Optimization exercise on an open flow, not production practice. RTL: at most simulated, not proved equivalent. Function not checked: runs 2 to 6. Power: default activity.

File: flow/design.v
`timescale 1ns/10ps
module leading_ones
  #
  (
   parameter SELECTOR,
   parameter BITS      = 16
   )
  (
   input wire [BITS-1:0]         SW,
   output logic [$clog2(BITS):0] LED
   );
  generate
    if (SELECTOR == "UNIQUE_CASE") begin : g_UNIQUE_CASE
      always_comb begin
        LED           = '0;  
        unique case (1'b1)
          SW[15]:  LED  = 16;
          SW[14]:  LED  = 15;
          SW[13]:  LED  = 14;
          SW[12]:  LED  = 13;
          SW[11]:  LED  = 12;
          SW[10]:  LED  = 11;
          SW[9]:   LED  = 10;
          SW[8]:   LED  = 9;
          SW[7]:   LED  = 8;
          SW[6]:   LED  = 7;
          SW[5]:   LED  = 6;
          SW[4]:   LED  = 5;
          SW[3]:   LED  = 4;
          SW[2]:   LED  = 3;
          SW[1]:   LED  = 2;
          SW[0]:   LED  = 1;
        endcase
      end  
    end else if (SELECTOR == "CASE") begin : g_CASE  
      always_comb begin
        LED           = '0;  
        case (1'b1)
          SW[15]:  LED  = 16;
          SW[14]:  LED  = 15;
          SW[13]:  LED  = 14;
          SW[12]:  LED  = 13;
          SW[11]:  LED  = 12;
          SW[10]:  LED  = 11;
          SW[9]:   LED  = 10;
          SW[8]:   LED  = 9;
          SW[7]:   LED  = 8;
          SW[6]:   LED  = 7;
          SW[5]:   LED  = 6;
          SW[4]:   LED  = 5;
          SW[3]:   LED  = 4;
          SW[2]:   LED  = 3;
          SW[1]:   LED  = 2;
          SW[0]:   LED  = 1;
          default: LED  = 0;
        endcase
      end  
    end else if (SELECTOR == "DOWN_FOR") begin : g_UP_IF
      logic found;
      always_comb begin
        LED = '0;
        found = 1'b0;
        for (int i = $high(SW); i >= $low(SW); i--) begin
          if (SW[i] && !found) begin
            LED = i + 1;
            found = 1'b1;
          end
        end
      end
    end else if (SELECTOR == "UP_FOR") begin : g_DOWN_IF
      always_comb begin
        LED = '0;
        for (int i = $low(SW); i <= $high(SW); i++) begin
          if (SW[i]) begin
            LED = i + 1;
          end
        end
      end
    end
  endgenerate
endmodule
`timescale 1ns/10ps
module divider_nr
  #
  (
   parameter BITS      = 16
   )
  (
   input wire                       clk,
   input wire                       reset,
   input wire                       start,
   input wire unsigned [BITS-1:0]   dividend,
   input wire unsigned [BITS-1:0]   divisor,
   output logic                     done,
   output logic unsigned [BITS-1:0] quotient,
   output logic unsigned [BITS-1:0] remainder
   );
  localparam BC = $clog2(BITS);
  logic [BC:0]                    num_bits_w;
  logic [BC:0]                    num_bits;
  logic signed [BITS:0]           int_remainder;  
  enum bit [3:0]
               {
                IDLE,
                INIT,
                LEFT_SHIFT,
                TEST_REMAINDER0, TEST_REMAINDER1,
                ADJ_REMAINDER0, ADJ_REMAINDER1, ADJ_REMAINDER2,
                UPDATE_QUOTIENT,
                TEST_N,
                DIV_DONE
                } state;
  always @(posedge clk) begin
    done <= '0;
    case (state)
      IDLE: begin
        if (start) state <= INIT;
      end
      INIT: begin
        state         <= LEFT_SHIFT;
        quotient      <= dividend << (BITS - num_bits_w);
        int_remainder <= '0;
        num_bits      <= num_bits_w;
      end
      LEFT_SHIFT: begin
        {int_remainder, quotient} <= {int_remainder, quotient} << 1;
        if (int_remainder[$left(int_remainder)])
          state   <= ADJ_REMAINDER0;
        else
          state   <= ADJ_REMAINDER1;
      end
      ADJ_REMAINDER0: begin
        state     <= UPDATE_QUOTIENT;
        int_remainder <= int_remainder + divisor;
      end
      ADJ_REMAINDER1: begin
        state     <= UPDATE_QUOTIENT;
        int_remainder <= int_remainder - divisor;
      end
      UPDATE_QUOTIENT: begin
        state       <= TEST_N;
        quotient[0] <= ~int_remainder[$left(int_remainder)];
        num_bits    <= num_bits - 1'b1;
      end
      TEST_N: begin
        if (|num_bits)
          state <= LEFT_SHIFT;
        else
          state <= TEST_REMAINDER1;
      end
      TEST_REMAINDER1: begin
        if (int_remainder[$left(int_remainder)])
          state   <= ADJ_REMAINDER2;
        else
          state   <= DIV_DONE;
      end
      ADJ_REMAINDER2: begin
        state     <= DIV_DONE;
        int_remainder <= int_remainder + divisor;
      end
      DIV_DONE: begin
        done <= '1;
        state    <= IDLE;
      end
    endcase  
    if (reset) state <= IDLE;
  end
  assign remainder = int_remainder[BITS-1:0];
  leading_ones
    #
    (
     .SELECTOR  ("DOWN_FOR"),
     .BITS      (BITS)
     )
  u_leading_ones
    (
     .SW        (dividend),
     .LED       (num_bits_w)
     );
endmodule
File: flow/run.sh
#!/bin/bash
# synth_recipe.tcl (not shown) runs the flow's synth.tcl, then flattens the netlist and writes it again
# the make line also repeats each setting of config.mk as NAME=value (left out here)
make -C /OpenROAD-flow-scripts/flow DESIGN_CONFIG=/design/flow/config.mk WORK_HOME=/design/flow/orfs CLKGATE_MAP_FILE= SYNTH_SCRIPT=/design/flow/synth_recipe.tcl finish
File: flow/config.mk
export PLATFORM = sky130hd
export DESIGN_NAME = divider_nr
export DESIGN_NICKNAME = divider_nr
export VERILOG_FILES = /design/flow/design.v
export SDC_FILE = /design/flow/constraint.sdc
export NUM_CORES = 4
export LEC_CHECK = 0
export CAP_MARGIN = 20
export CORE_MARGIN = 2
export CORE_UTILIZATION = 40
export SLEW_MARGIN = 20
File: flow/constraint.sdc
create_clock -name core_clock -period 5.0 [get_ports {clk}]
set_input_delay 1.0000 -clock core_clock [delete_from_list [all_inputs] [get_ports {clk}]]
set_output_delay 1.0000 -clock core_clock [all_outputs]
set_load 0.01 [all_outputs]
==> results.txt, run 1 <==
CTS:
- The number of hold buffers added after CTS is 0.
- The number of buffers created by CTS is 5.
- The level count of the clock H-tree is 2.
- CTS placed an instance of sky130_fd_sc_hd__clkbuf_8 at the clock tree root.
- After clock tree synthesis, the repair step resized 0 gates.
- TritonCTS built the clock tree.
- The clock latency on the worst-skew pair is 0.31 ns.
- Clock-pin slew was measured on the worst setup and hold paths at 0.10 ns.
- The largest buffer count on any clock path is 2.
- Counting every sink on the clock net gives 43.
- The post-CTS setup buffer count is 0.

STA:
- In the finished design, the share of the clock period the worst path needs comes to 88.75%.
- The worst clock skew is 0.01129 ns.
- The final hold violation count is 0.
- At the pin with the least slew margin, the transition time is 1.142 ns.
- The post-layout worst setup margin is 0.5624 ns.
- Subtracting the final worst setup slack from the clock period gives 4.438 ns.
- Static timing analysis puts the maximum clock frequency at 0.2253 GHz.
- The count of pins over their slew limit was 0.
- The final setup TNS is 0 ns.
- Setup repair after global routing left no endpoint under its margin.
- Setup violations remaining at the end of the flow were counted as 0.
- Headroom to the max-slew limit came out at 23.39%.

Route:
- The routed design has 9.829 mm of wire.
- The number of DRC markers in iteration 0 is 174.
- The detailed router placed 3397 vias in this run.
- The count of nets left with antenna violations once routing finished came out at 0.
- The number of detailed-route iterations in the first pass is 4.
- Dividing the detail-routed via count by the number of cells gives 5.461.
- The number of DRC violations after detailed routing is 0.
- The routed wire length per instance is 15.80 um.

Setup path:
- In this run the worst path has a maximum fanout of 6.
- The setup path with the least slack is of type input pin to flop.
- The startpoint of the most critical setup path is divisor[3].
- The sort of element at the end of the critical path is a flop.
- STA classifies the critical path startpoint as an input pin.
- The critical path data arrival time is 4.46 ns.
- The worst path required time is 5.03 ns.
- The launch point of the worst reg-to-reg path is state[2]$_SDFFE_PP0P_.

Placement:
- The number of buffer cells added on primary ports is 67.
- Timing analysis after detailed placement gives a worst setup slack of 0.2969 ns.
- Routability-driven placement finished with a final weighted congestion of 0.8352.
- Detailed placement finished with a half-perimeter wire length of 7.482 mm.
- The number of placed instances, taps included, is 614.

Power:
- In this run the static leakage power is 1.737 nW.
- Power spread over the standard cell area amounts to 552.5 nW/um2.
- The worst supply voltage drop on vdd is 0.2234 mV.

Floorplan:
- The placeable core region is 9729 um2.
- The chip width is 103.7 um.
- The floorplan step defined a die boundary enclosing 10750 um2.
- The total I/O pin count is 68.
- After floorplanning, the core was divided into 36 placement rows.
- The initial utilization of the core area, before any placement, comes to 40.86%.
- From bottom edge to top edge, the die measures 103.7 um.

Finish:
- The final core area utilization is 48.74%.
- Relative to the synthesized area, the layout overhead comes to 19.29%.
- The final standard cell count with taps included and fillers excluded is 622.
- Of the cells placed in the final design, the portion with a size suffix greater than 1 is 7.771%.
- Counting the fill cells in the layout gives 958.
- The number of nets in the layout is 544.
- The multi-input combinational cell area is 2477 um2.
- 0 antenna diodes ended up in the layout.
- The area used by sequential logic in the layout is 1241 um2.

GRT:
- The overall overflow remaining after global route is 0.
- The number of antenna violations at the first check in global routing is 0.
- The first global-routing pass estimated 16.27 mm of wire.
- For this run, the total global-route usage over all layers was measured as 18.13%.
- The pin count of the biggest net entering global routing is 34.
- The via count of the first global-routing pass is 3282.

Hold path:
- The startpoint of the most critical hold path is quotient[4]$_DFFE_PP_.
- The worst hold path belongs to the class flop to flop.

Synthesis:
- Among all flip-flop cells after synthesis, the most frequent one is sky130_fd_sc_hd__edfxtp_1.
- The number of warning messages in the yosys log is 2.
- The gate count of the mapped netlist is 443.
- After synthesis, the netlist uses 66 different library cells.
- The basic-gate share of the synthesized area counting and, or, nand and nor cells is 19.39%.
- Counting flops with a built-in enable in the synthesized netlist gives 38.
- Synthesis produced a netlist with a net count of 499.
- The fraction of registers with async set or reset after synthesis is 0%.
- The top cell type by area accounts for 28.71% of the synthesized area.
- The synthesized netlist devotes 19.77% of its cell area to compound gates.
- The netlist area before placement is 3975 um2.
- After Yosys synthesis, full adders, half adders and majority gates account for 6.799% of the synthesized area.
- The fraction of synthesized cell area in xor and xnor cells is 7.302%.
- After synthesis the netlist holds a flip-flop and latch count of 43.
- Each instance of the synthesized netlist takes up on average 8.973 um2.
- The cell type with the highest aggregate area in the netlist is sky130_fd_sc_hd__edfxtp_1.
- Measured against the total synthesized area, the mux share comes to 8.939%.
- The largest family of logic cells by synthesized area is compound AO/OA/AOI/OAI gates.
- By area the synthesized netlist is led by sky130_fd_sc_hd__edfxtp_1 (29%), sky130_fd_sc_hd__ha_1 (6.3%), sky130_fd_sc_hd__o21ai_0 (5.0%).
- Sequential cells were found to cover 31.22% of the synthesized design area.

Run:
- The max capacitance violation total is 0.

Outcome:
- The flow ran to the end and the layout has no timing, DRC or antenna violations.
report_power, final:
group          switching (mW)  total, mW  internal (mW)  leakage (nW)
Clock                   0.141      0.241          0.100        0.0408
Combinational           0.822       1.52          0.697          1.29
Sequential              0.178      0.860          0.682         0.408
Total                    1.14       2.62           1.48          1.74
metrics by stage:
stage | cell area (um2) | hold slack (ns) | total power, mW
CTS | 4742 | 0.5824 | 2.634
finish | 4742 | 0.5756 | 2.620
detailed placement | 4649 | 0.5585 | 2.387
global placement | 4649 | 0.5556 | 2.361
global route | 4742 | 0.5972 | 2.837
floorplan | 3975 | 0.5509 | 1.896
worst max-delay path, stage by stage:
cell                              delay [ns]
sky130_fd_sc_hd__clkdlybuf4s50_1        0.46
sky130_fd_sc_hd__nor3_1                 0.26
sky130_fd_sc_hd__nand3_1                0.16
sky130_fd_sc_hd__or4_1                  0.47
sky130_fd_sc_hd__o21ai_0                0.21
sky130_fd_sc_hd__xnor2_1                0.14
sky130_fd_sc_hd__ha_1                   0.31
sky130_fd_sc_hd__nand2_1                0.15
sky130_fd_sc_hd__inv_1                  0.05
sky130_fd_sc_hd__o21ai_0                0.24
sky130_fd_sc_hd__a31oi_1                0.18
sky130_fd_sc_hd__or4_1                  0.42
sky130_fd_sc_hd__a31oi_1                0.20
sky130_fd_sc_hd__xnor2_1                0.13
sky130_fd_sc_hd__o21ai_0                0.08
final cells by class:
class / instances / area share (%)
Clock inverter: 3 / 0.5013
Clock buffer: 5 / 1.451
Tap cell: 133 / 3.509
Multi-Input combinational cell: 350 / 52.24
Sequential cell: 43 / 26.17
Timing Repair Buffer: 71 / 14.78
Inverter: 17 / 1.346
cell usage after synthesis (all sizes together), types with 4 or more instances:
master	n
a31oi	7
a21oi	26
buf	19
a211oi	5
edfxtp	38
nor3	13
ha	20
nor2	34
o21ai	43
xnor2	14
inv	17
clkbuf	14
nor2b	4
nand2	52
nor4	7
o31ai	5
mux2i	16
nand2b	13
nand3	6
a22o	4
dfxtp	5
nand3b	5
mux4	8
xor2	17
path summary, 6_finish.rpt:
check | end | slack [ns] | depth (start not counted)
worst max-delay path | int_remainder[16]$_DFFE_PP_ | 0.56 | 15
worst min-delay path | quotient[5]$_DFFE_PP_ | 0.58 | 2
worst min register to register | quotient[5]$_DFFE_PP_ | 0.58 | 2
worst max register to register | int_remainder[16]$_DFFE_PP_ | 1.32 | 13
flip-flops by register name (all words and copies together), names as in the netlist:
register	flops
done	1
int_remainder	17
num_bits	5
quotient	16
state	4
cell usage in the layout, fill, tap and decap left out, types with 5 or more instances in the layout:
cell,count
sky130_fd_sc_hd__nand2b_1,13
sky130_fd_sc_hd__ha_1,20
sky130_fd_sc_hd__clkdlybuf4s50_1,67
sky130_fd_sc_hd__clkbuf_8,5
sky130_fd_sc_hd__o21ai_0,39
sky130_fd_sc_hd__a21oi_1,26
sky130_fd_sc_hd__nor4_1,5
sky130_fd_sc_hd__nor3_1,12
sky130_fd_sc_hd__inv_1,15
sky130_fd_sc_hd__xor2_1,17
sky130_fd_sc_hd__xnor2_1,13
sky130_fd_sc_hd__nor2_1,34
sky130_fd_sc_hd__nand2_1,50
sky130_fd_sc_hd__nand3_1,6
sky130_fd_sc_hd__a211oi_1,5
sky130_fd_sc_hd__mux4_2,7
sky130_fd_sc_hd__dfxtp_1,5
sky130_fd_sc_hd__nand3b_1,5
sky130_fd_sc_hd__mux2i_1,16
sky130_fd_sc_hd__edfxtp_1,38
sky130_fd_sc_hd__a31oi_1,7
sky130_fd_sc_hd__o31ai_1,5
metal layers:
| layer | up-vias | GRT usage [%] | part of all wire (%) |
|---|---|---|---|
| met4 | 0 | 3.958 | 0.67 |
| met5 | - | 0 | 0 |
| met1 | 1602 | 25.77 | 50 |
| met3 | 6 | 2.958 | 4.1 |
| li1 | 1715 | - | - |
| met2 | 74 | 29.14 | 46 |
cells by family after synthesis:
group | after synthesis
AND/OR/NAND/NOR | 153
AO/OA/AOI/OAI | 120
buffers and inverters | 50
flip-flops | 43
XOR/XNOR | 31
multiplexers | 25
adder cells (fa/ha/maj) | 21
Testbench counts, summed over its fixed seeds: cycles 86,687, items 1,600.
==> run 2: changes to the inputs <==
--- a/flow/design.v
+++ b/flow/design.v
@@ -96,85 +96,38 @@
    output logic unsigned [BITS-1:0] remainder
    );
   localparam BC = $clog2(BITS);
-  logic [BC:0]                    num_bits_w;
-  logic [BC:0]                    num_bits;
-  logic signed [BITS:0]           int_remainder;  
-  enum bit [3:0]
-               {
-                IDLE,
-                INIT,
-                LEFT_SHIFT,
-                TEST_REMAINDER0, TEST_REMAINDER1,
-                ADJ_REMAINDER0, ADJ_REMAINDER1, ADJ_REMAINDER2,
-                UPDATE_QUOTIENT,
-                TEST_N,
-                DIV_DONE
-                } state;
-  always @(posedge clk) begin
-    done <= '0;
-    case (state)
-      IDLE: begin
-        if (start) state <= INIT;
-      end
-      INIT: begin
-        state         <= LEFT_SHIFT;
-        quotient      <= dividend << (BITS - num_bits_w);
-        int_remainder <= '0;
-        num_bits      <= num_bits_w;
-      end
-      LEFT_SHIFT: begin
-        {int_remainder, quotient} <= {int_remainder, quotient} << 1;
-        if (int_remainder[$left(int_remainder)])
-          state   <= ADJ_REMAINDER0;
-        else
-          state   <= ADJ_REMAINDER1;
-      end
-      ADJ_REMAINDER0: begin
-        state     <= UPDATE_QUOTIENT;
-        int_remainder <= int_remainder + divisor;
-      end
-      ADJ_REMAINDER1: begin
-        state     <= UPDATE_QUOTIENT;
-        int_remainder <= int_remainder - divisor;
-      end
-      UPDATE_QUOTIENT: begin
-        state       <= TEST_N;
-        quotient[0] <= ~int_remainder[$left(int_remainder)];
-        num_bits    <= num_bits - 1'b1;
-      end
-      TEST_N: begin
-        if (|num_bits)
-          state <= LEFT_SHIFT;
-        else
-          state <= TEST_REMAINDER1;
-      end
-      TEST_REMAINDER1: begin
-        if (int_remainder[$left(int_remainder)])
-          state   <= ADJ_REMAINDER2;
-        else
-          state   <= DIV_DONE;
-      end
-      ADJ_REMAINDER2: begin
-        state     <= DIV_DONE;
-        int_remainder <= int_remainder + divisor;
-      end
-      DIV_DONE: begin
-        done <= '1;
-        state    <= IDLE;
-      end
-    endcase  
-    if (reset) state <= IDLE;
+  logic [BITS-1:0] rem_q;      
+  logic [BITS-1:0] quo_q;      
+  logic [BC-1:0]   idx_q;      
+  logic            busy_q;
+  logic [BC:0] na, nb;
+  leading_ones #(.SELECTOR("DOWN_FOR"), .BITS(BITS)) u_lod_a (.SW(dividend), .LED(na));
+  leading_ones #(.SELECTOR("DOWN_FOR"), .BITS(BITS)) u_lod_b (.SW(divisor | 1'b1), .LED(nb));
+  logic signed [BC+1:0] diff;
+  logic [BC-1:0]        sh;
+  assign diff = $signed({1'b0, na}) - $signed({1'b0, nb});
+  assign sh   = diff[BC+1] ? '0 : diff[BC-1:0];
+  logic [BITS:0]   trial;
+  logic [BITS+1:0] diffr;
+  logic            qbit;
+  assign trial = {rem_q, dividend[idx_q]};
+  assign diffr = {1'b0, trial} - {2'b0, divisor};
+  assign qbit  = ~diffr[BITS+1];
+  assign done      = busy_q && (idx_q == '0);
+  assign quotient  = {quo_q[BITS-2:0], qbit};
+  assign remainder = qbit ? diffr[BITS-1:0] : trial[BITS-1:0];
+  always_ff @(posedge clk) begin
+    if (start) begin
+      busy_q <= 1'b1;
+      idx_q  <= sh;
+      rem_q  <= (dividend >> 1) >> sh;
+      quo_q  <= '0;
+    end else begin
+      if (busy_q) idx_q <= idx_q - 1'b1;
+      if (done) busy_q <= 1'b0;
+      rem_q <= remainder;
+      quo_q <= quotient;
+    end
+    if (reset) busy_q <= 1'b0;
   end
-  assign remainder = int_remainder[BITS-1:0];
-  leading_ones
-    #
-    (
-     .SELECTOR  ("DOWN_FOR"),
-     .BITS      (BITS)
-     )
-  u_leading_ones
-    (
-     .SW        (dividend),
-     .LED       (num_bits_w)
-     );
 endmodule
==> run 2 against run 1 <==
Against the previous run:
- combinational power up 26%
- first-iteration DRC count up 0.57%
- hold slack worse by 0.11 ns
- sequential power down about 50%
- synthesized area down 12%
- critical path depth down 1
- cell count up 5.1%
- wire length up 13%
- cell area up 1.1%
- sequential share of layout area down 10 points
==> results.txt, run 2 <==
CTS:
- The number of buffers created by CTS is 5 (unchanged).
- The largest buffer count on any clock path is 2 (unchanged).
- The TritonCTS clock tree is yes.
- The clock-pin slew on the worst setup and hold paths is 0.07 ns (-0.03 ns).
- The clock latency on the worst-skew pair is 0.29 ns (-0.02 ns).
- The level count of the clock H-tree is 2 (unchanged).
- The sink count of the clock tree came to 36 (-16%).
- CTS placed an instance of sky130_fd_sc_hd__clkbuf_8 at the clock tree root.

Setup path:
- The worst path required time is 4.00 ns (-1.03 ns).
- The critical path data arrival time was 3.90 ns (-0.56 ns).
- The sort of element at the end of the critical path is a primary output.
- The slack of the worst reg-to-reg path was 1.35 ns (+0.03 ns).
- The critical path startpoint category is an input pin.
- By startpoint and endpoint, the worst setup path is classified as input pin to primary output.
- The biggest fanout along the worst timing path is 4 (-2).

STA:
- The final-report setup violation count is 0 (unchanged).
- The highest attainable clock frequency is 0.2042 GHz (-9.4%).
- Setup repair after global routing left no endpoint under its margin.
- The count of pins over their slew limit is 0 (unchanged).
- The final period utilization is 97.92% (+9.2 points).
- The shortest clock period the worst path allows after layout came to 4.896 ns (+0.4584 ns).
- The remaining max-slew budget at the tightest pin is 55.97% (+33 points).
- The post-layout worst setup margin is 0.1040 ns (-0.4584 ns).
- The final hold slack was 0.4609 ns (-0.1147 ns).
- The worst clock skew is 0.01315 ns (+0.001861 ns).
- The final hold violation count is 0 (unchanged).
- The measured slew at the worst slew-check pin is 0.6545 ns (-0.4871 ns).

Finish:
- The number of diodes added for antenna fixing is 0 (unchanged).
- The cell area after layout is 4796 um2 (+1.1%).
- The commonest non-fill, non-tap cell in the layout is sky130_fd_sc_hd__buf_4.
- The final core area utilization was 55.81% (+7.1 points).
- The final standard cell count with taps included and fillers excluded is 654 (+5.1%).
- The number of nets in the layout is 605 (+11%).
- The register with the highest flop count is rem_q.
- The number of filler instances in the final layout was 803 (-16%).
- The growth of design area from synthesis to finish is 37.04%.
- The multi-input combinational cell area is 2586 um2 (+4.4%).
- The number of flip-flops in the largest register is 16 (-1).
- The area used by sequential logic in the layout is 760.7 um2 (-39%).
- The top cell types in the final layout, fill and taps aside, are sky130_fd_sc_hd__buf_4 (62), sky130_fd_sc_hd__nor2_1 (35), sky130_fd_sc_hd__clkdlybuf4s50_1 (35).
- The share of post-route cells with drive strength above 1 is 24.73% (+17 points).
- In the final layout, the registers with the most flip-flops are rem_q: 16 flops, quo_q: 15 flops, idx_q: 4 flops.

GRT:
- The overall overflow remaining after global route is 0 (unchanged).
- The number of antenna violations at the first check in global routing came to 0 (unchanged).
- The global router's overall resource usage came to 23.07% (+4.9 points).
- The first-pass GRT wire length is 18.13 mm (+11%).
- The pin count of the biggest net entering global routing was 39 (+15%).
- The via count of the first global-routing pass is 3715 (+13%).

Floorplan:
- The area of the die is 9513 um2 (-12%).
- The total I/O pin count was 68 (unchanged).
- The starting utilization of the core area is 40.73% (-0.13 points).
- The number of placement rows came to 34 (-5.6%).
- The placeable core region is 8593 um2 (-12%).
- The chip height is 97.54 um (-5.9%).
- The chip width is 97.54 um (-5.9%).

Synthesis:
- The fraction of registers with async set or reset after synthesis is 0% (unchanged).
- The netlist area before placement is 3500 um2 (-12%).
- The number of warning messages in the yosys log is 2 (unchanged).
- Of all cell types, the one taking the most synthesized area is sky130_fd_sc_hd__dfxtp_1.
- The mean instance size in the synthesized netlist is 8.139 um2 (-9.3%).
- The synthesized netlist net count is 490 (-1.8%).
- The area share of the largest cell type after synthesis is 18.31% (-10 points).
- The count of unique library cells instantiated by Yosys came to 72 (+9.1%).
- The number of flops mapped to enable cells by yosys is 4 (-89%).
- The gate count of the mapped netlist is 430 (-2.9%).
- In the synthesized netlist the dominant register cell turns out to be sky130_fd_sc_hd__dfxtp_1.
- The cell with the most instances after synthesis is sky130_fd_sc_hd__nor2_1.
- After synthesis, the cell types taking the most area are sky130_fd_sc_hd__dfxtp_1 (18%), sky130_fd_sc_hd__ha_1 (8.2%), sky130_fd_sc_hd__a21oi_1 (4.1%).
- The number of register bits inferred by synthesis is 36 (-16%).
- The commonest cells after synthesis are sky130_fd_sc_hd__nor2_1 (35), sky130_fd_sc_hd__dfxtp_1 (32), sky130_fd_sc_hd__inv_1 (30).
- The proportion of synthesized chip area in sequential cells was 21.74% (-9.5 points).

Route:
- The number of vias per cell after detailed routing came to 5.670 (+3.8%).
- The number of DRC markers in iteration 0 is 175 (+0.57%).
- The post-detailed-routing wire length is 11.09 mm (+13%).
- The total number of vias is 3708 (+9.2%).
- The number of nets with antenna violations after detailed routing came to 0 (unchanged).
- The number of detailed-route iterations in the first pass is 4 (unchanged).
- The number of DRC violations after detailed routing came to 0 (unchanged).
- The routed wire length per instance is 16.95 um (+7.3%).

Placement:
- The total placed cells including tap cells is 643 (+4.7%).
- The cell area after placement is 4664 um2 (+0.32%).
- The half-perimeter wire length after detailed placement is 8.927 mm (+19%).
- The pre-CTS setup slack came to -0.7580 ns (-1.055 ns).
- The placer's final routability congestion estimate is 0.9548 (+14%).
- The number of buffer cells added on primary ports came to 67 (unchanged).

Run:
- The max capacitance violation total came to 0 (unchanged).

Power:
- The power density over cell area came to 532.3 nW/um2 (-3.7%).
- The total leakage power was 2.168 nW (+25%).
- The worst supply voltage drop on vdd is 0.1828 mV (-18%).

Hold path:
- The worst min-delay path class is flop to flop.

Outcome:
- The run finished with no timing, DRC or antenna violations.
## run 2: changes by cell type in the layout (fill, tap and decap cells not counted), sizes merged, moves of 12 or more
cell | previous run | this run
buf | 4 | 74
clkdlybuf4s50 | 67 | 35
dfxtp | 5 | 32
edfxtp | 38 | 4
inv | 18 | 30
mux2 | 1 | 17
nand2 | 52 | 29
nor2b | 4 | 17
o21ai | 43 | 20
## run 2: repair_timing
action / CTS / global route
pin swaps: 12 / 10
setup buffers: 2 / 1
hold endpoints to repair: 0 / 0
hold buffers: 0 / 0
gates resized for setup: 87 / 14
endpoints found under the setup margin: 17 / 7
## run 2: metrics by stage
stage / total power, mW / TNS [ns]
4_1_cts: 2.540 / -0.04571
3_3_place_gp: 2.353 / -9.127
3_5_place_dp: 2.362 / -9.504
5_1_grt: 2.739 / 0
2_1_floorplan: 1.532 / 0
6_report: 2.553 / 0
## run 2: path summary, 6_finish.rpt
path | endpoint | from | cells after the start
min | quo_q[13]$_SDFF_PP0_ | quo_q[12]$_SDFF_PP0_ | 1
max | remainder[14] | dividend[1] | 14
min reg2reg | quo_q[13]$_SDFF_PP0_ | quo_q[12]$_SDFF_PP0_ | 1
max reg2reg | rem_q[12]$_DFF_P_ | idx_q[0]$_DFFE_PP_ | 13
## run 2: logic make-up after synthesis
kind of cell	share of synthesized area [%]
AO/OA/AOI/OAI	28.32
XOR/XNOR	3.504
adder cells (fa/ha/maj)	9.367
buffers and inverters	6.185
flip-flops	21.74
multiplexers	12.01
AND/OR/NAND/NOR	18.88
## run 2: final cells by class
cell class / count / share of cell area, %
timing repair buffer: 130 / 23.22
inverter: 30 / 2.348
clock buffer: 5 / 1.435
clock inverter: 3 / 0.3913
sequential: 36 / 15.86
multi-input combinational: 342 / 53.93
tap: 108 / 2.818
## run 2: layer usage
layer,GRT usage [%],part of all wire (%)
met5,0,0
met2,40.64,49
met4,8.440,2.6
met3,2.878,4.4
met1,28.75,44
## run 2: power breakdown
| group | internal [mW] | switching [mW] | leakage [nW] |
|---|---|---|---|
| combinational | 1.04 | 0.878 | 1.81 |
| sequential | 0.375 | 0.0563 | 0.306 |
| clock | 0.0971 | 0.109 | 0.0479 |
| total | 1.51 | 1.04 | 2.17 |
## run 2: critical path, cell delays in order
cell,delay [ns]
sky130_fd_sc_hd__buf_2,0.10
sky130_fd_sc_hd__mux4_2,0.45
sky130_fd_sc_hd__mux2_4,0.29
sky130_fd_sc_hd__o21ai_4,0.17
sky130_fd_sc_hd__ha_4,0.16
sky130_fd_sc_hd__fa_2,0.20
sky130_fd_sc_hd__nor2b_2,0.05
sky130_fd_sc_hd__o31a_1,0.25
sky130_fd_sc_hd__or3b_4,0.42
sky130_fd_sc_hd__a22oi_2,0.15
sky130_fd_sc_hd__a21oi_2,0.08
sky130_fd_sc_hd__xor2_1,0.16
sky130_fd_sc_hd__mux2_4,0.27
sky130_fd_sc_hd__buf_6,0.12
==> run 3: changes to the inputs <==
--- a/flow/config.mk
+++ b/flow/config.mk
@@ -8,4 +8,5 @@
 export CAP_MARGIN = 20
 export CORE_MARGIN = 2
 export CORE_UTILIZATION = 40
+export SETUP_SLACK_MARGIN = 0.5
 export SLEW_MARGIN = 20
==> run 3 against run 2 <==
Against the previous run:
- critical endpoint is now remainder[10]
- synthesized cell count stayed put
- cell area is 9.7% higher
- hold slack worse by 0.00054 ns
- first-iteration DRC count fell by 6.9%
- combinational power grew 32%
- core utilization increased by 5.4 points
- die area stayed put
- still clean
- wire length increased by 8.7%
- synthesized area stayed put
- fmax down 0.78%
==> results.txt, run 3 <==
Synthesis:
- The number of warning messages in the yosys log was 2 (unchanged).
- The area share of the largest cell type after synthesis is 18.31% (unchanged).
- The synthesized netlist net count is 490 (unchanged).
- Summed over all instances, the cell type with the most area after synthesis is sky130_fd_sc_hd__dfxtp_1.
- The netlist area before placement is 3500 um2 (unchanged).
- The fraction of registers with async set or reset after synthesis was 0% (unchanged).
- The gate count of the mapped netlist is 430 (unchanged).
- Sorting the synthesized cells by area gives the leading types as sky130_fd_sc_hd__dfxtp_1 (18%), sky130_fd_sc_hd__ha_1 (8.2%), sky130_fd_sc_hd__a21oi_1 (4.1%).
- By count the netlist is led by sky130_fd_sc_hd__nor2_1 (35), sky130_fd_sc_hd__dfxtp_1 (32), sky130_fd_sc_hd__inv_1 (30).
- The cell with the most instances after synthesis is sky130_fd_sc_hd__nor2_1.
- The mean instance size in the synthesized netlist is 8.139 um2 (unchanged).
- The proportion of synthesized chip area in sequential cells is 21.74% (unchanged).
- The number of flops mapped to enable cells by yosys is 4 (unchanged).
- The count of unique library cells instantiated by Yosys came to 72 (unchanged).
- The top flip-flop cell by instance count after synthesis is sky130_fd_sc_hd__dfxtp_1.
- The number of register bits inferred by synthesis is 36 (unchanged).

Finish:
- Leaving out fill and tap cells, the most frequent cell in the layout is sky130_fd_sc_hd__buf_4.
- The number of flip-flops in the largest register is 16 (unchanged).
- The multi-input combinational cell area is 2776 um2 (+7.4%).
- The growth of design area from synthesis to finish is 50.38%.
- The final core area utilization was 61.24% (+5.4 points).
- The final standard cell count with taps included and fillers excluded was 682 (+4.3%).
- The largest registers in the layout are rem_q: 16 flops, quo_q: 15 flops, idx_q: 4 flops.
- The cell area after layout is 5263 um2 (+9.7%).
- The area used by sequential logic in the layout came to 760.7 um2 (unchanged).
- The number of nets in the layout is 633 (+4.6%).
- In the layout the commonest cells are sky130_fd_sc_hd__buf_4 (73), sky130_fd_sc_hd__buf_6 (36), sky130_fd_sc_hd__nor2_1 (34), sky130_fd_sc_hd__clkdlybuf4s50_1 (34), sky130_fd_sc_hd__dfxtp_1 (32).
- The number of filler instances in the final layout was 778 (-3.1%).
- The register with the highest flop count is rem_q.
- The share of post-route cells with drive strength above 1 came to 33.28% (+8.5 points).
- The number of diodes added for antenna fixing is 0 (unchanged).

Route:
- The number of detailed-route iterations in the first pass is 5 (+1).
- The number of nets with antenna violations after detailed routing came to 0 (unchanged).
- The post-detailed-routing wire length came to 12.05 mm (+8.7%).
- The number of DRC violations after detailed routing is 0 (unchanged).
- The total number of vias came to 3872 (+4.4%).
- The number of vias per cell after detailed routing is 5.677 (+0.14%).
- The number of DRC markers in iteration 0 is 163 (-6.9%).
- The routed wire length per instance is 17.67 um (+4.2%).

STA:
- The final hold violation count came to 0 (unchanged).
- The measured slew at the worst slew-check pin is 0.6956 ns (+0.04111 ns).
- The final-report setup violation count is 0 (unchanged).
- The post-layout worst setup margin is 0.06537 ns (-0.03864 ns).
- The final period utilization is 98.69% (+0.77 points).
- Setup repair after global routing could not meet its margin everywhere.
- The final setup TNS is 0 ns (unchanged).
- The remaining max-slew budget at the tightest pin came to 53.46% (-2.5 points).
- The shortest clock period the worst path allows after layout is 4.935 ns (+0.03864 ns).
- The count of pins over their slew limit came to 0 (unchanged).
- The worst clock skew is 0.01059 ns (-0.002555 ns).
- The highest attainable clock frequency is 0.2026 GHz (-0.78%).

Outcome:
- The flow ran to the end and the layout has no timing, DRC or antenna violations.

Setup path:
- The sort of element at the end of the critical path is a primary output.
- The slack of the worst reg-to-reg path came to 0.92 ns (-0.43 ns).
- The critical path data arrival time is 3.93 ns (+0.03 ns).
- The worst path required time is 4.00 ns (about the same).
- The kind of critical path is input pin to primary output.
- The critical path startpoint category is an input pin.
- The biggest fanout along the worst timing path is 4 (unchanged).

Power:
- The power density over cell area is 602.8 nW/um2 (+13%).
- The portion of total power attributed to the clock network came to 6.3% (-1.8 points).
- The switching share of power came to 38.99% (-1.9 points).
- The sequential share of power is 13.8% (-3.1 points).
- The total leakage power is 2.363 nW (+9.0%).
- The worst supply voltage drop on vdd is 0.2607 mV (+43%).
- The reported net switching power is 1.237 mW (+19%).
- The internal portion of total power was 1.935 mW (+28%).
- The fraction of power consumed by combinational cells came to 80.0% (+5.0 points).

Floorplan:
- The number of placement rows was 34 (unchanged).
- The total I/O pin count is 68 (unchanged).
- The chip height came to 97.54 um (unchanged).
- The area of the die is 9513 um2 (unchanged).
- The chip width is 97.54 um (unchanged).
- The placeable core region came to 8593 um2 (unchanged).
- The starting utilization of the core area came to 40.73% (unchanged).

GRT:
- The via count of the first global-routing pass is 3882 (+4.5%).
- The pin count of the biggest net entering global routing came to 39 (unchanged).
- The overall overflow remaining after global route was 0 (unchanged).
- The global router's overall resource usage is 24.17% (+1.1 points).
- The number of antenna violations at the first check in global routing is 0 (unchanged).
- The first-pass GRT wire length was 18.89 mm (+4.2%).

Placement:
- The cell area after placement came to 4679 um2 (+0.32%).
- The number of buffer cells added on primary ports is 67 (unchanged).
- The total placed cells including tap cells is 645 (+0.31%).
- The placer's final routability congestion estimate is 0.9227 (-3.4%).
- The half-perimeter wire length after detailed placement is 8.962 mm (+0.39%).
- The pre-CTS setup slack is -0.6628 ns (+0.09516 ns).

Hold path:
- The worst min-delay path class is flop to flop.

CTS:
- The tree is rooted in a sky130_fd_sc_hd__clkbuf_8.
- The number of hold buffers added after CTS is 0 (unchanged).
- The largest buffer count on any clock path is 2 (unchanged).
- The number of buffers created by CTS is 5 (unchanged).
- The clock-pin slew on the worst setup and hold paths came to 0.08 ns (about the same).
- The clock latency on the worst-skew pair is 0.28 ns (about the same).
- The sink count of the clock tree came to 36 (unchanged).
- The TritonCTS clock tree is yes.
- The level count of the clock H-tree is 2 (unchanged).

Run:
- The max capacitance violation total is 0 (unchanged).
==> run 3: cell counts after synthesis <==
Identical to the previous run, type by type.
==> run 3: layer usage <==
layer | global-route usage [%] | up-vias | part of all wire, %
met1 | 28.94 | 1858 | 42
met3 | 2.302 | 27 | 3.4
met2 | 44.46 | 102 | 52
met4 | 8.974 | 0 | 2.8
li1 | - | 1885 | -
met5 | 0 | - | 0
==> run 3: logic make-up after synthesis <==
kind of cell / share of synthesized area [%]
DFF: 21.74
muxes: 12.01
xor gates and xnor gates: 3.504
buffers and inverters: 6.185
AOI/OAI and AO/OA: 28.32
and+or+nand+nor: 18.88
adders and majority gates: 9.367
==> run 3: what timing repair did <==
item	in CTS	in global routing
buffers inserted	15	13
setup endpoints to repair	26	32
resized for setup	166	31
pin swaps	18	20
gates cloned	1	0
hold endpoints to repair	0	0
==> run 3: final timing paths <==
kind                             from                   end  cells after the start
setup / recovery          dividend[5]         remainder[10]                     14
hold / removal    quo_q[9]$_SDFF_PP0_  quo_q[10]$_SDFF_PP0_                      1
setup reg to reg   idx_q[0]$_DFFE_PP_      rem_q[8]$_DFF_P_                     18
hold reg to reg   quo_q[9]$_SDFF_PP0_  quo_q[10]$_SDFF_PP0_                      1
==> run 3: power groups by stage <==
stage / registers, mW / logic (mW) / clock network (mW)
3_3_place_gp: 0.438 / 1.93 / 0
3_5_place_dp: 0.439 / 1.94 / 0
2_1_floorplan: 0.416 / 1.12 / 0
5_1_grt: 0.444 / 2.71 / 0.213
4_1_cts: 0.434 / 2.30 / 0.204
6_report: 0.437 / 2.54 / 0.199
==> run 3: cell type report <==
cell class	instances	share of cell area, %
flip-flops and latches	36	14.46
multi-input cells	343	52.76
clock inverters	2	0.2140
clock buffers	6	1.379
repair buffers	157	26.49
well taps	108	2.568
inverters	30	2.140
==> run 3: per-stage QoR <==
stage                     power, mW  hold slack [ns]
after floorplan               1.540           0.4626
after detailed placement      2.384           0.4511
final                         3.172           0.4603
after CTS                     2.939           0.4644
after global routing          3.368           0.4804
after global placement        2.366           0.4399
==> run 3: critical path, cell delays in order <==
cell                      delay, ns
sky130_fd_sc_hd__buf_6         0.09
sky130_fd_sc_hd__mux4_2        0.46
sky130_fd_sc_hd__mux2_4        0.29
sky130_fd_sc_hd__o21ai_4       0.18
sky130_fd_sc_hd__ha_4          0.16
sky130_fd_sc_hd__fa_2          0.20
sky130_fd_sc_hd__nor2b_2       0.05
sky130_fd_sc_hd__o31a_1        0.25
sky130_fd_sc_hd__or3b_4        0.41
sky130_fd_sc_hd__buf_4         0.15
sky130_fd_sc_hd__a41oi_2       0.20
sky130_fd_sc_hd__xnor2_1       0.09
sky130_fd_sc_hd__mux2_4        0.27
sky130_fd_sc_hd__buf_6         0.12
==> run 4: changes to the inputs <==
--- a/flow/config.mk
+++ b/flow/config.mk
@@ -8,5 +8,5 @@
 export CAP_MARGIN = 20
 export CORE_MARGIN = 2
 export CORE_UTILIZATION = 40
-export SETUP_SLACK_MARGIN = 0.5
+export SETUP_SLACK_MARGIN = 1.0
 export SLEW_MARGIN = 20
==> run 4 against run 3 <==
Against the previous run:
- core utilization grew 4.2 points
- global-route usage grew 0.35 points
- die area is the same
- clock skew is essentially flat
- highest routed layer unchanged
- still clean on timing, DRC and antenna
- sequential power is essentially flat
- first-iteration DRC count grew 7.4%
- fmax grew 0.42%
- critical path depth is the same
==> results.txt, run 4 <==
Outcome:
- The run finished with no timing, DRC or antenna violations.

Finish:
- The number of filler instances in the final layout is 699 (-10%).
- The area used by sequential logic in the layout is 760.7 um2 (unchanged).
- The multi-input combinational cell area came to 3052 um2 (+9.9%).
- The final core area utilization was 65.46% (+4.2 points).
- The number of nets in the layout is 642 (+1.4%).
- The library cell used most frequently in the layout, excluding fill and tap cells, is sky130_fd_sc_hd__buf_4.
- The number of flip-flops in the largest register was 16 (unchanged).
- The share of post-route cells with drive strength above 1 is 40.99% (+7.7 points).
- The number of diodes added for antenna fixing was 0 (unchanged).
- The largest registers in the layout are rem_q: 16 flops, quo_q: 15 flops, idx_q: 4 flops.
- In the layout the commonest cells are sky130_fd_sc_hd__buf_4 (81), sky130_fd_sc_hd__buf_6 (41), sky130_fd_sc_hd__dfxtp_1 (32).
- The cell area after layout is 5625 um2 (+6.9%).
- The growth of design area from synthesis to finish is 60.74%.
- The register with the highest flop count is rem_q.

GRT:
- The via count of the first global-routing pass is 3912 (+0.77%).
- The first-pass GRT wire length is 19.18 mm (+1.6%).
- The pin count of the biggest net entering global routing was 39 (unchanged).
- The number of antenna violations at the first check in global routing is 0 (unchanged).
- The overall overflow remaining after global route came to 0 (unchanged).
- The global router's overall resource usage came to 24.52% (+0.35 points).

Synthesis:
- The number of warning messages in the yosys log was 2 (unchanged).
- For this run, the leading register cell type out of synthesis is sky130_fd_sc_hd__dfxtp_1.
- The proportion of synthesized chip area in sequential cells was 21.74% (unchanged).
- The fraction of the mapped netlist area in adder cells was 9.367% (unchanged).
- After synthesis, the most frequently instantiated cells are sky130_fd_sc_hd__nor2_1 (35), sky130_fd_sc_hd__dfxtp_1 (32), sky130_fd_sc_hd__inv_1 (30).
- The most common cell in the synthesized netlist is sky130_fd_sc_hd__nor2_1.
- The count of unique library cells instantiated by Yosys is 72 (unchanged).
- The area share of the largest cell type after synthesis came to 18.31% (unchanged).
- The compound-gate portion of the synthesized area was 28.32% (unchanged).
- The synthesized netlist net count is 490 (unchanged).
- The number of register bits inferred by synthesis came to 36 (unchanged).
- The basic-gate share of the synthesized area counting and, or, nand and nor cells came to 18.88% (unchanged).
- The fraction of registers with async set or reset after synthesis is 0% (unchanged).
- The mean instance size in the synthesized netlist is 8.139 um2 (unchanged).
- The netlist area before placement is 3500 um2 (unchanged).
- The gate count of the mapped netlist is 430 (unchanged).
- The largest family of logic cells by synthesized area is compound AO/OA/AOI/OAI gates.
- The fraction of synthesized cell area in xor and xnor cells is 3.504% (unchanged).
- Sorting the synthesized cells by area gives the leading types as sky130_fd_sc_hd__dfxtp_1 (18%), sky130_fd_sc_hd__ha_1 (8.2%), sky130_fd_sc_hd__a21oi_1 (4.1%).
- The cell type with the highest aggregate area in the netlist is sky130_fd_sc_hd__dfxtp_1.
- The multiplexer share of the synthesized area is 12.01% (unchanged).
- The number of flops mapped to enable cells by yosys is 4 (unchanged).

CTS:
- The level count of the clock H-tree came to 2 (unchanged).
- The cell at the root of the clock tree is sky130_fd_sc_hd__clkbuf_8.
- The clock latency on the worst-skew pair is 0.28 ns (about the same).
- The sink count of the clock tree came to 36 (unchanged).
- The clock-pin slew on the worst setup and hold paths is 0.08 ns (about the same).
- The number of buffers created by CTS is 5 (unchanged).
- The largest buffer count on any clock path is 2 (unchanged).
- The TritonCTS clock tree is yes.

Route:
- The post-detailed-routing wire length is 12.26 mm (+1.8%).
- The total number of vias is 3955 (+2.1%).
- The routed wire length per instance is 17.75 um (+0.46%).
- The number of nets with antenna violations after detailed routing is 0 (unchanged).
- The number of DRC violations after detailed routing was 0 (unchanged).
- The number of detailed-route iterations in the first pass came to 4 (-1).
- The number of DRC markers in iteration 0 is 175 (+7.4%).
- The number of vias per cell after detailed routing is 5.724 (+0.81%).

Setup path:
- The cell count of the worst reg-to-reg path is 18 (unchanged).
- The biggest fanout along the worst timing path came to 4 (unchanged).
- The sort of element at the end of the critical path is a primary output.
- The worst path required time came to 4.00 ns (about the same).
- The critical path data arrival time is 3.91 ns (-0.02 ns).
- The worst setup path is launched from an input pin.
- The kind of critical path is input pin to primary output.

STA:
- The final-report setup violation count was 0 (unchanged).
- The final hold violation count came to 0 (unchanged).
- The measured slew at the worst slew-check pin is 0.7115 ns (+0.01597 ns).
- Setup repair after global routing could not meet its margin everywhere.
- The worst clock skew is 0.01037 ns (-0.0002264 ns).
- The final setup TNS is 0 ns (unchanged).
- The final period utilization is 98.28% (-0.41 points).
- The shortest clock period the worst path allows after layout is 4.914 ns (-0.02057 ns).
- The post-layout worst setup margin was 0.08593 ns (+0.02057 ns).
- The remaining max-slew budget at the tightest pin is 52.39% (-1.1 points).
- The highest attainable clock frequency is 0.2035 GHz (+0.42%).
- The count of pins over their slew limit is 0 (unchanged).

Placement:
- The cell area after placement is 4800 um2 (+2.6%).
- The pre-CTS setup slack is -0.6936 ns (-0.03081 ns).
- The half-perimeter wire length after detailed placement is 9.044 mm (+0.91%).
- The number of buffer cells added on primary ports was 67 (unchanged).
- The placer's final routability congestion estimate was 0.9311 (+0.91%).

Floorplan:
- The area of the die is 9513 um2 (unchanged).
- The chip height is 97.54 um (unchanged).
- The chip width is 97.54 um (unchanged).
- The number of placement rows is 34 (unchanged).
- The placeable core region came to 8593 um2 (unchanged).
- The total I/O pin count is 68 (unchanged).
- The starting utilization of the core area was 40.73% (unchanged).

Hold path:
- The worst min-delay path class is flop to flop.
- The instance count along the most critical hold path is 1 (unchanged).

Power:
- The total leakage power came to 2.493 nW (+5.5%).
- The worst supply voltage drop on vdd is 0.2499 mV (-4.1%).
- The overall power after layout is 3.192 mW (+0.62%).
- The power density over cell area was 567.4 nW/um2 (-5.9%).

Run:
- The max capacitance violation total came to 0 (unchanged).
[run 4: metal layers]
layer | vias to the layer above | GRT usage [%] | wire length, um
met2 | 131 | 44.03 | 6264
li1 | 1903 | - | -
met5 | - | 0 | 0
met1 | 1889 | 29.42 | 5069
met4 | 0 | 9.509 | 367
met3 | 32 | 3.453 | 562
[run 4: power breakdown]
| part | switching [mW] | internal (mW) |
|---|---|---|
| sequential | 0.0612 | 0.375 |
| combinational | 1.09 | 1.46 |
| clock | 0.105 | 0.0970 |
| total | 1.26 | 1.93 |
[run 4: stage by stage]
step,hold WS (ns),cells
3_3_place_gp,0.4408,652
6_report,0.4626,691
5_1_grt,0.4688,691
3_5_place_dp,0.4541,652
2_1_floorplan,0.4626,430
4_1_cts,0.4668,683
[run 4: final timing paths]
kind / start / endpoint / slack, ns
max: dividend[13] / remainder[10] / 0.09
min: quo_q[2]$_SDFF_PP0_ / quo_q[3]$_SDFF_PP0_ / 0.46
max reg2reg: idx_q[0]$_DFFE_PP_ / rem_q[5]$_DFF_P_ / 1.20
min reg2reg: quo_q[2]$_SDFF_PP0_ / quo_q[3]$_SDFF_PP0_ / 0.46
[run 4: final cells by class]
cell class	count	area share, %
well taps	108	2.402
inverters	30	2.002
multi-input cells	342	54.25
flip-flops and latches	36	13.52
clock inverters	3	0.3336
clock buffers	5	1.223
repair buffers	167	26.27
[run 4: cell families after synthesis]
| family | Yosys count |
|---|---|
| and+or+nand+nor | 134 |
| buffers and inverters | 52 |
| adders and majority gates | 25 |
| AOI/OAI and AO/OA | 138 |
| DFF | 36 |
| xor gates and xnor gates | 14 |
| muxes | 31 |
[run 4: worst max-delay path, stage by stage]
cell,delay (ns)
sky130_fd_sc_hd__buf_6,0.09
sky130_fd_sc_hd__mux4_2,0.47
sky130_fd_sc_hd__mux2_4,0.29
sky130_fd_sc_hd__o21ai_4,0.18
sky130_fd_sc_hd__ha_4,0.17
sky130_fd_sc_hd__fa_2,0.20
sky130_fd_sc_hd__nor2b_1,0.05
sky130_fd_sc_hd__o31a_1,0.26
sky130_fd_sc_hd__or3b_4,0.41
sky130_fd_sc_hd__buf_4,0.15
sky130_fd_sc_hd__a41oi_2,0.18
sky130_fd_sc_hd__xnor2_1,0.08
sky130_fd_sc_hd__mux2_4,0.26
sky130_fd_sc_hd__buf_6,0.12
[run 4: timing repair]
action / 4_1_cts / 5_1_grt
pin swaps: 37 / 36
hold buffers: 0 / 0
setup endpoints to repair: 34 / 32
buffers inserted: 23 / 8
resized for setup: 213 / 50
==> run 5: changes to the inputs <==
--- a/flow/design.v
+++ b/flow/design.v
@@ -97,9 +97,11 @@
    );
   localparam BC = $clog2(BITS);
   logic [BITS-1:0] rem_q;      
-  logic [BITS-1:0] quo_q;      
+  logic [BITS-2:0] quo_q;      
   logic [BC-1:0]   idx_q;      
+  logic            bit_q;      
   logic            busy_q;
+  logic [BITS-1:0] div_q;      
   logic [BC:0] na, nb;
   leading_ones #(.SELECTOR("DOWN_FOR"), .BITS(BITS)) u_lod_a (.SW(dividend), .LED(na));
   leading_ones #(.SELECTOR("DOWN_FOR"), .BITS(BITS)) u_lod_b (.SW(divisor | 1'b1), .LED(nb));
@@ -107,26 +109,29 @@
   logic [BC-1:0]        sh;
   assign diff = $signed({1'b0, na}) - $signed({1'b0, nb});
   assign sh   = diff[BC+1] ? '0 : diff[BC-1:0];
+  logic [BC-1:0] nidx;
+  assign nidx = start ? sh : idx_q - 1'b1;
   logic [BITS:0]   trial;
   logic [BITS+1:0] diffr;
   logic            qbit;
-  assign trial = {rem_q, dividend[idx_q]};
-  assign diffr = {1'b0, trial} - {2'b0, divisor};
+  assign trial = {rem_q, bit_q};
+  assign diffr = {1'b0, trial} - {2'b0, div_q};
   assign qbit  = ~diffr[BITS+1];
   assign done      = busy_q && (idx_q == '0);
-  assign quotient  = {quo_q[BITS-2:0], qbit};
+  assign quotient  = {quo_q, qbit};
   assign remainder = qbit ? diffr[BITS-1:0] : trial[BITS-1:0];
   always_ff @(posedge clk) begin
+    idx_q <= nidx;
+    div_q <= divisor;
+    bit_q <= dividend[nidx];
     if (start) begin
       busy_q <= 1'b1;
-      idx_q  <= sh;
       rem_q  <= (dividend >> 1) >> sh;
       quo_q  <= '0;
     end else begin
-      if (busy_q) idx_q <= idx_q - 1'b1;
       if (done) busy_q <= 1'b0;
       rem_q <= remainder;
-      quo_q <= quotient;
+      quo_q <= quotient[BITS-2:0];
     end
     if (reset) busy_q <= 1'b0;
   end
--- a/flow/config.mk
+++ b/flow/config.mk
@@ -5,8 +5,8 @@
 export SDC_FILE = /design/flow/constraint.sdc
 export NUM_CORES = 4
 export LEC_CHECK = 0
+export ABC_AREA = 1
 export CAP_MARGIN = 20
 export CORE_MARGIN = 2
 export CORE_UTILIZATION = 40
-export SETUP_SLACK_MARGIN = 1.0
 export SLEW_MARGIN = 20
==> run 5 against run 4 <==
Against the previous run:
- register-to-register slack gained 1.3 ns
- fmax rose by 12%
- critical path type is now input pin to flop
- power shrank 20%
- combinational power shrank 32%
- sequential share of layout area up 8.0 points
- largest cell class unchanged
- hold slack got worse by 0.039 ns
- clock skew fell by 0.0060 ns
- clock power increased by 19%
==> results.txt, run 5 <==
Outcome:
- The run finished with no timing, DRC or antenna violations.

Finish:
- The final core area utilization is 50.18% (-15 points).
- The library cell used most frequently in the layout, excluding fill and tap cells, is sky130_fd_sc_hd__nand3_1.
- The cell area after layout was 4927 um2 (-12%).
- Leaving out fill and tap cells, the most frequent cells in the layout are sky130_fd_sc_hd__nand3_1 (128), sky130_fd_sc_hd__nand2_1 (120), sky130_fd_sc_hd__inv_1 (93).
- In the final layout, the registers with the most flip-flops are div_q: 16 flops, rem_q: 16 flops, quo_q: 15 flops.
- The growth of design area from synthesis to finish is 21.73%.
- The number of nets in the layout is 751 (+17%).
- The final standard cell count with taps included and fillers excluded is 825 (+19%).
- The share of post-route cells with drive strength above 1 was 7.081% (-34 points).
- The number of diodes added for antenna fixing was 0 (unchanged).

STA:
- The count of pins over their slew limit is 0 (unchanged).
- The final hold slack is 0.4233 ns (-0.03927 ns).
- The remaining max-slew budget at the tightest pin is 47.47% (-4.9 points).
- The shortest clock period the worst path allows after layout is 4.383 ns (-0.5311 ns).
- The final hold violation count is 0 (unchanged).
- The highest attainable clock frequency is 0.2282 GHz (+12%).
- The post-layout worst setup margin is 0.6170 ns (+0.5311 ns).
- Setup repair after global routing left no endpoint under its margin.
- The worst clock skew is 0.004395 ns (-0.005970 ns).
- The final period utilization came to 87.66% (-11 points).
- The measured slew at the worst slew-check pin is 0.7856 ns (+0.07401 ns).
- The final setup TNS came to 0 ns (unchanged).
- The final-report setup violation count is 0 (unchanged).

Floorplan:
- The area of the die came to 10940 um2 (+15%).
- The chip width is 104.6 um (+7.2%).
- The starting utilization of the core area is 41.22% (+0.50 points).
- The placeable core region was 9819 um2 (+14%).
- The chip height is 104.6 um (+7.2%).
- The total I/O pin count is 68 (unchanged).
- The number of placement rows is 36 (+5.9%).

CTS:
- The post-CTS setup buffer count came to 0 (-100%).
- The sink count of the clock tree was 53 (+47%).
- The number of buffers created by CTS is 5 (unchanged).
- The clock latency on the worst-skew pair is 0.31 ns (+0.03 ns).
- TritonCTS built the clock tree.
- The largest buffer count on any clock path is 2 (unchanged).
- The count of instances resized after the clock tree is built is 0 (-100%).
- The cell at the root of the clock tree is sky130_fd_sc_hd__clkbuf_8.
- The clock-pin slew on the worst setup and hold paths came to 0.09 ns (about the same).
- The level count of the clock H-tree is 2 (unchanged).
- The number of hold buffers added after CTS was 0 (unchanged).

Setup path:
- The biggest fanout along the worst timing path is 17 (+13).
- The launch point of the worst reg-to-reg path is div_q[12]$_DFF_P_.
- The worst path required time came to 5.19 ns (+1.19 ns).
- STA classifies the critical path endpoint as a flop.
- The critical path startpoint category is an input pin.
- The number of buffers and inverters on the critical path is 2 (-1).
- The worst setup path is of the input pin to flop kind.
- Counting stages on the worst path, the most repeated cell is sky130_fd_sc_hd__nor2_1.
- Walking the worst path, the cells encountered are clkdlybuf4s50_1, nor2_1, nand4_1, nor2_2, nand3_1, nor2_1, nand2_1, nor2_1, nand4_1, nor2_1, nor2_1, ha_1, fa_1, xnor2_1, nand2_4, inv_1, nand3_1, nand3_1, nand3_1.
- The delay contributed by the slowest stage of the critical path is 0.46 ns (about the same).
- The critical path data arrival time is 4.58 ns (+0.67 ns).
- In this design, the largest share of critical-path delay is due to simple AND/OR/NAND/NOR gates.
- The critical path starts at dividend[14].
- The slowest stage of the critical path belongs to the cell sky130_fd_sc_hd__clkdlybuf4s50_1.

Synthesis:
- The netlist area before placement came to 4048 um2 (+16%).
- The mean instance size in the synthesized netlist came to 6.466 um2 (-21%).
- Sorting the synthesized cells by area gives the leading types as sky130_fd_sc_hd__dfxtp_1 (26%), sky130_fd_sc_hd__nand3_1 (16%), sky130_fd_sc_hd__nand2_1 (11%).
- The proportion of synthesized chip area in sequential cells came to 26.21% (+4.5 points).
- The synthesized design spends more area on one cell type than any other, namely sky130_fd_sc_hd__dfxtp_1.
- The synthesized netlist net count is 686 (+40%).
- The top flip-flop cell by instance count after synthesis is sky130_fd_sc_hd__dfxtp_1.
- The gate count of the mapped netlist is 626 (+46%).
- The number of flops mapped to enable cells by yosys is 0 (-4).
- The fraction of registers with async set or reset after synthesis is 0% (unchanged).
- The area share of the largest cell type after synthesis is 26.21% (+7.9 points).
- The number of warning messages in the yosys log is 2 (unchanged).
- The count of unique library cells instantiated by Yosys is 40 (-44%).
- The number of register bits inferred by synthesis is 53 (+47%).
- Counting instances in the post-synthesis netlist gives the leading cell types as sky130_fd_sc_hd__nand3_1 (128), sky130_fd_sc_hd__nand2_1 (120), sky130_fd_sc_hd__inv_1 (93).
- Yosys instantiated no cell more often than sky130_fd_sc_hd__nand3_1.

Hold path:
- In this run the most critical hold path is launched from quo_q[12]$_SDFF_PP0_.
- The min-delay analysis places its worst path in the category flop to flop.

Route:
- The total number of vias is 4240 (+7.2%).
- The routed wire length per instance is 14.19 um (-20%).
- The number of nets with antenna violations after detailed routing came to 0 (unchanged).
- The post-detailed-routing wire length is 11.71 mm (-4.5%).
- The number of detailed-route iterations in the first pass is 5 (+1).
- The number of DRC markers in iteration 0 was 214 (+22%).
- The number of vias per cell after detailed routing is 5.139 (-10%).
- The number of DRC violations after detailed routing came to 0 (unchanged).

Power:
- The portion of total power attributed to the clock network was 9.4% (+3.1 points).
- The worst supply voltage drop on vdd came to 0.3107 mV (+24%).
- The total leakage power is 2.372 nW (-4.8%).
- The switching share of power is 45.63% (+6.2 points).
- The power density over cell area is 518.7 nW/um2 (-8.6%).
- The overall power after layout is 2.556 mW (-20%).
- The fraction of power consumed by combinational cells is 68.2% (-12 points).
- The reported net switching power came to 1.166 mW (-7.4%).
- The sequential share of power is 22.4% (+8.7 points).
- The internal portion of total power is 1.390 mW (-28%).

GRT:
- The global router's overall resource usage is 21.60% (-2.9 points).
- The number of antenna violations at the first check in global routing is 0 (unchanged).
- The first-pass GRT wire length is 19.11 mm (-0.40%).
- The overall overflow remaining after global route is 0 (unchanged).
- The via count of the first global-routing pass is 4038 (+3.2%).
- The pin count of the biggest net entering global routing is 24 (-38%).

Placement:
- The pre-CTS setup slack is 0.3773 ns (+1.071 ns).
- The placer's final routability congestion estimate is 0.8983 (-3.5%).
- The number of buffer cells added on primary ports is 67 (unchanged).
- The total placed cells including tap cells is 817 (+25%).
- The half-perimeter wire length after detailed placement is 9.623 mm (+6.4%).
- The cell area after placement is 4841 um2 (+0.86%).

Run:
- The max capacitance violation total is 0 (unchanged).
[run 5: worst min-delay path: cells and delay by family, from the launching register on]
| family | cells | cell delay, ns |
|---|---|---|
| buffers and inverters | 1 | 0.05 |
| DFF | 1 | 0.32 |
| and+or+nand+nor | 1 | 0.03 |
[run 5: metal layers]
metal | wire (um) | track usage [%] | vias up
li1 | - | - | 2191
met5 | 0 | 0 | -
met3 | 519 | 3.306 | 20
met4 | 306 | 7.619 | 0
met2 | 5440 | 36.83 | 127
met1 | 5440 | 27.69 | 1902
[run 5: cell families after synthesis]
group	after synthesis	share of synthesized area [%]
buffers and inverters	113	11.47
AOI/OAI and AO/OA	61	9.706
xor gates and xnor gates	10	2.164
DFF	53	26.21
adders and majority gates	25	8.099
and+or+nand+nor	364	42.35
[run 5: layout make-up]
| type | instances | area [um2] |
|---|---|---|
| multi-input combinational | 460 | 2522 |
| fill | 1100 | 4892 |
| timing repair buffer | 75 | 730.7 |
| tap | 133 | 166.4 |
| sequential | 53 | 1061 |
| inverter | 96 | 360.3 |
| clock buffer | 6 | 72.57 |
| clock inverter | 2 | 13.76 |
[run 5: power by group through the flow]
stage | sequential [mW] | clock [mW] | combinational (mW)
after detailed placement | 0.582 | 0 | 1.74
final | 0.573 | 0.240 | 1.74
after global routing | 0.584 | 0.272 | 1.93
after global placement | 0.582 | 0 | 1.72
after CTS | 0.572 | 0.252 | 1.75
after floorplan | 0.566 | 0 | 1.16
[run 5: worst paths after layout]
| path | endpoint | slack, ns | depth (start not counted) |
|---|---|---|---|
| worst max-delay path | rem_q[0]$_DFF_P_ | 0.62 | 19 |
| worst min-delay path | quo_q[13]$_SDFF_PP0_ | 0.42 | 2 |
| worst max register to register | rem_q[8]$_DFF_P_ | 2.48 | 10 |
| worst min register to register | quo_q[13]$_SDFF_PP0_ | 0.42 | 2 |
==> run 6: changes to the inputs <==
--- a/flow/config.mk
+++ b/flow/config.mk
@@ -5,7 +5,6 @@
 export SDC_FILE = /design/flow/constraint.sdc
 export NUM_CORES = 4
 export LEC_CHECK = 0
-export ABC_AREA = 1
 export CAP_MARGIN = 20
 export CORE_MARGIN = 2
 export CORE_UTILIZATION = 40
==> run 6 against run 5 <==
Against the previous run:
- fmax down 5.0%
- sequential share of layout area up 0.31 points
- clock power up 28%
- critical path type unchanged
- highest routed layer unchanged
==> results.txt, run 6 <==
Synthesis:
- The count of unique library cells instantiated by Yosys came to 62 (+55%).
- The proportion of synthesized chip area in sequential cells is 27.51% (+1.3 points).
- The area share of the largest cell type after synthesis is 27.51% (+1.3 points).
- In the synthesized netlist, the cells that appear most often are sky130_fd_sc_hd__dfxtp_1 (53), sky130_fd_sc_hd__inv_1 (42), sky130_fd_sc_hd__nor2_1 (38).
- The synthesized netlist net count is 529 (-23%).
- The number of flops mapped to enable cells by yosys is 0 (unchanged).
- Sorting the synthesized cells by area gives the leading types as sky130_fd_sc_hd__dfxtp_1 (28%), sky130_fd_sc_hd__ha_1 (7.5%), sky130_fd_sc_hd__mux2i_1 (7.0%).
- The mean instance size in the synthesized netlist came to 8.225 um2 (+27%).
- The fraction of registers with async set or reset after synthesis is 0% (unchanged).
- The number of register bits inferred by synthesis is 53 (unchanged).
- The number of warning messages in the yosys log is 2 (unchanged).
- The netlist area before placement is 3857 um2 (-4.7%).
- Yosys instantiated no cell more often than sky130_fd_sc_hd__dfxtp_1.
- The largest total area in the synthesized netlist belongs to sky130_fd_sc_hd__dfxtp_1.

Setup path:
- The critical path startpoint category is an input pin.
- The worst path required time came to 5.23 ns (+0.04 ns).
- The critical path data arrival time is 4.84 ns (+0.26 ns).
- Following the worst setup path forward leads to its endpoint at rem_q[2]$_DFF_P_.
- The cell count of the worst reg-to-reg path is 10 (unchanged).
- The biggest fanout along the worst timing path was 14 (-3).
- The worst register-to-register path begins at div_q[1]$_DFF_P_.
- The sort of element at the end of the critical path is a flop.
- The slack of the worst reg-to-reg path was 2.17 ns (-0.31 ns).
- The critical path in this run is classified as input pin to flop.

Route:
- The routed wire length per instance is 17.26 um (+22%).
- The number of DRC violations after detailed routing was 0 (unchanged).
- The post-detailed-routing wire length is 11.57 mm (-1.2%).
- The number of detailed-route iterations in the first pass is 5 (unchanged).
- The number of nets with antenna violations after detailed routing is 0 (unchanged).
- The number of DRC markers in iteration 0 is 213 (-0.47%).
- The number of vias per cell after detailed routing is 5.585 (+8.7%).

GRT:
- The global router's overall resource usage is 22.02% (+0.42 points).
- The first-pass GRT wire length came to 17.95 mm (-6.0%).
- The via count of the first global-routing pass came to 3517 (-13%).
- The number of antenna violations at the first check in global routing was 0 (unchanged).
- The pin count of the biggest net entering global routing is 23 (-4.2%).

CTS:
- TritonCTS built the clock tree.
- The number of buffers created by CTS is 5 (unchanged).
- The largest buffer count on any clock path was 2 (unchanged).
- In this run the clock root is driven by a sky130_fd_sc_hd__clkbuf_8.
- The clock latency on the worst-skew pair came to 0.32 ns (about the same).
- The number of hold buffers added after CTS was 0 (unchanged).

Finish:
- The area used by sequential logic in the layout was 1061 um2 (unchanged).
- The growth of design area from synthesis to finish is 25.95%.
- In the final layout, the registers with the most flip-flops are div_q: 16 flops, rem_q: 16 flops, quo_q: 15 flops.
- The number of nets in the layout is 600 (-20%).
- In the layout the commonest cells are sky130_fd_sc_hd__clkdlybuf4s50_1 (67), sky130_fd_sc_hd__dfxtp_1 (53), sky130_fd_sc_hd__inv_1 (42).
- The number of diodes added for antenna fixing is 0 (unchanged).
- The commonest non-fill, non-tap cell in the layout is sky130_fd_sc_hd__clkdlybuf4s50_1.

Placement:
- The placer's final routability congestion estimate came to 0.9082 (+1.1%).
- The total placed cells including tap cells is 662 (-19%).
- The number of buffer cells added on primary ports was 67 (unchanged).

Outcome:
- The flow ran to the end and the layout has no timing, DRC or antenna violations.

Run:
- The max capacitance violation total was 0 (unchanged).

STA:
- The count of pins over their slew limit is 0 (unchanged).
- Setup repair after global routing left no endpoint under its margin.
- The worst clock skew is 0.01554 ns (+0.01114 ns).
- The final hold slack is 0.4597 ns (+0.03637 ns).
- The shortest clock period the worst path allows after layout came to 4.613 ns (+0.2301 ns).
- The final period utilization was 92.26% (+4.6 points).
- The highest attainable clock frequency is 0.2168 GHz (-5.0%).

Floorplan:
- The area of the die is 10440 um2 (-4.5%).
- The chip width is 102.2 um (-2.3%).
- The number of placement rows is 35 (-2.8%).
- The chip height was 102.2 um (-2.3%).

Power:
- The portion of total power attributed to the clock network is 11.3% (+1.9 points).
- The switching share of power is 41.41% (-4.2 points).
- The power density over cell area is 559.6 nW/um2 (+7.9%).
- The total leakage power is 2.165 nW (-8.7%).
- The fraction of power consumed by combinational cells was 67.5% (-0.7 points).

Hold path:
- In this run the most critical hold path is launched from quo_q[10]$_SDFF_PP0_.
## run 6: cell types whose count changed after synthesis, sizes merged, moves of 21 or more
| cell | before | now |
|---|---|---|
| nand3 | 132 | 8 |
| nor2 | 60 | 38 |
| nand2 | 124 | 20 |
| nor2b | 0 | 21 |
| mux2i | 0 | 27 |
| inv | 94 | 43 |
## run 6: through the flow
stage | worst slack, ns | utilization [%] | cell area [um2]
final | 0.3869 | 52.33 | 4858
after global routing | 0.03319 | 52.33 | 4858
after floorplan | 0.8938 | - | 3857
after CTS | 0.3333 | 52.18 | 4845
after global placement | -0.02095 | 50.97 | 4732
after detailed placement | 0.03101 | 50.97 | 4732
## run 6: area by class of cell
type                            instances  share of cell area (%)
Sequential cell                        53                   21.84
Tap cell                              129                   3.322
Clock buffer                            5                   1.416
Timing Repair Buffer                   84                   16.69
Multi-Input combinational cell        353                   52.46
Inverter                               43                   3.374
Clock inverter                          3                  0.9014
## run 6: worst min path at each step
stage | slack [ns] | endpoint | cells after the start
detailed placement | 0.45 | quo_q[9]$_SDFF_PP0_ | 1
global route | 0.48 | quo_q[11]$_SDFF_PP0_ | 1
floorplan | 0.45 | busy_q$_SDFFE_PP0P_ | 2
global placement | 0.45 | quo_q[5]$_SDFF_PP0_ | 1
CTS | 0.47 | quo_q[9]$_SDFF_PP0_ | 1
finish | 0.46 | quo_q[11]$_SDFF_PP0_ | 1
## run 6: cell families after synthesis
group	share of synthesized area, %
mux	11.58
xor+xnor	2.498
compound gates	25.20
buf+inv	6.779
flops	27.51
simple gates	17.94
fa+ha+maj	8.498
## run 6: timing repair
item,4_1_cts,5_1_grt
endpoints found under the setup margin,0,2
gates resized for setup,0,2
endpoints found under the hold margin,0,0
setup buffers,0,0
## run 6: routing by layer
metal / GRT usage [%] / part of all wire, % / up-vias
met5: 0 / 0 / -
met4: 8.410 / 3.2 / 0
met3: 2.326 / 4.6 / 28
met2: 36.08 / 46 / 129
met1: 29.91 / 46 / 1738
li1: - / - / 1847
## run 6: critical path, cell delays in order
cell and delay, ns:
sky130_fd_sc_hd__clkdlybuf4s50_1 0.47, sky130_fd_sc_hd__nor4_2 0.31, sky130_fd_sc_hd__nand2_1 0.12, sky130_fd_sc_hd__or3_1 0.38, sky130_fd_sc_hd__nor3_1 0.21, sky130_fd_sc_hd__a2111oi_0 0.12
sky130_fd_sc_hd__ha_1 0.25, sky130_fd_sc_hd__fa_1 0.42, sky130_fd_sc_hd__xnor2_2 0.22, sky130_fd_sc_hd__nor2b_1 0.19, sky130_fd_sc_hd__a21boi_0 0.20, sky130_fd_sc_hd__buf_4 0.24
sky130_fd_sc_hd__a21oi_1 0.06, sky130_fd_sc_hd__a211oi_1 0.33, sky130_fd_sc_hd__a311oi_1 0.11, sky130_fd_sc_hd__a221oi_1 0.22
## run 6: power by group through the flow
stage / registers (mW) / logic (mW) / clock network [mW]
2_1_floorplan: 0.572 / 1.19 / 0
3_3_place_gp: 0.587 / 1.80 / 0
3_5_place_dp: 0.589 / 1.81 / 0
4_1_cts: 0.579 / 1.83 / 0.310
5_1_grt: 0.590 / 1.97 / 0.329
6_report: 0.579 / 1.83 / 0.306
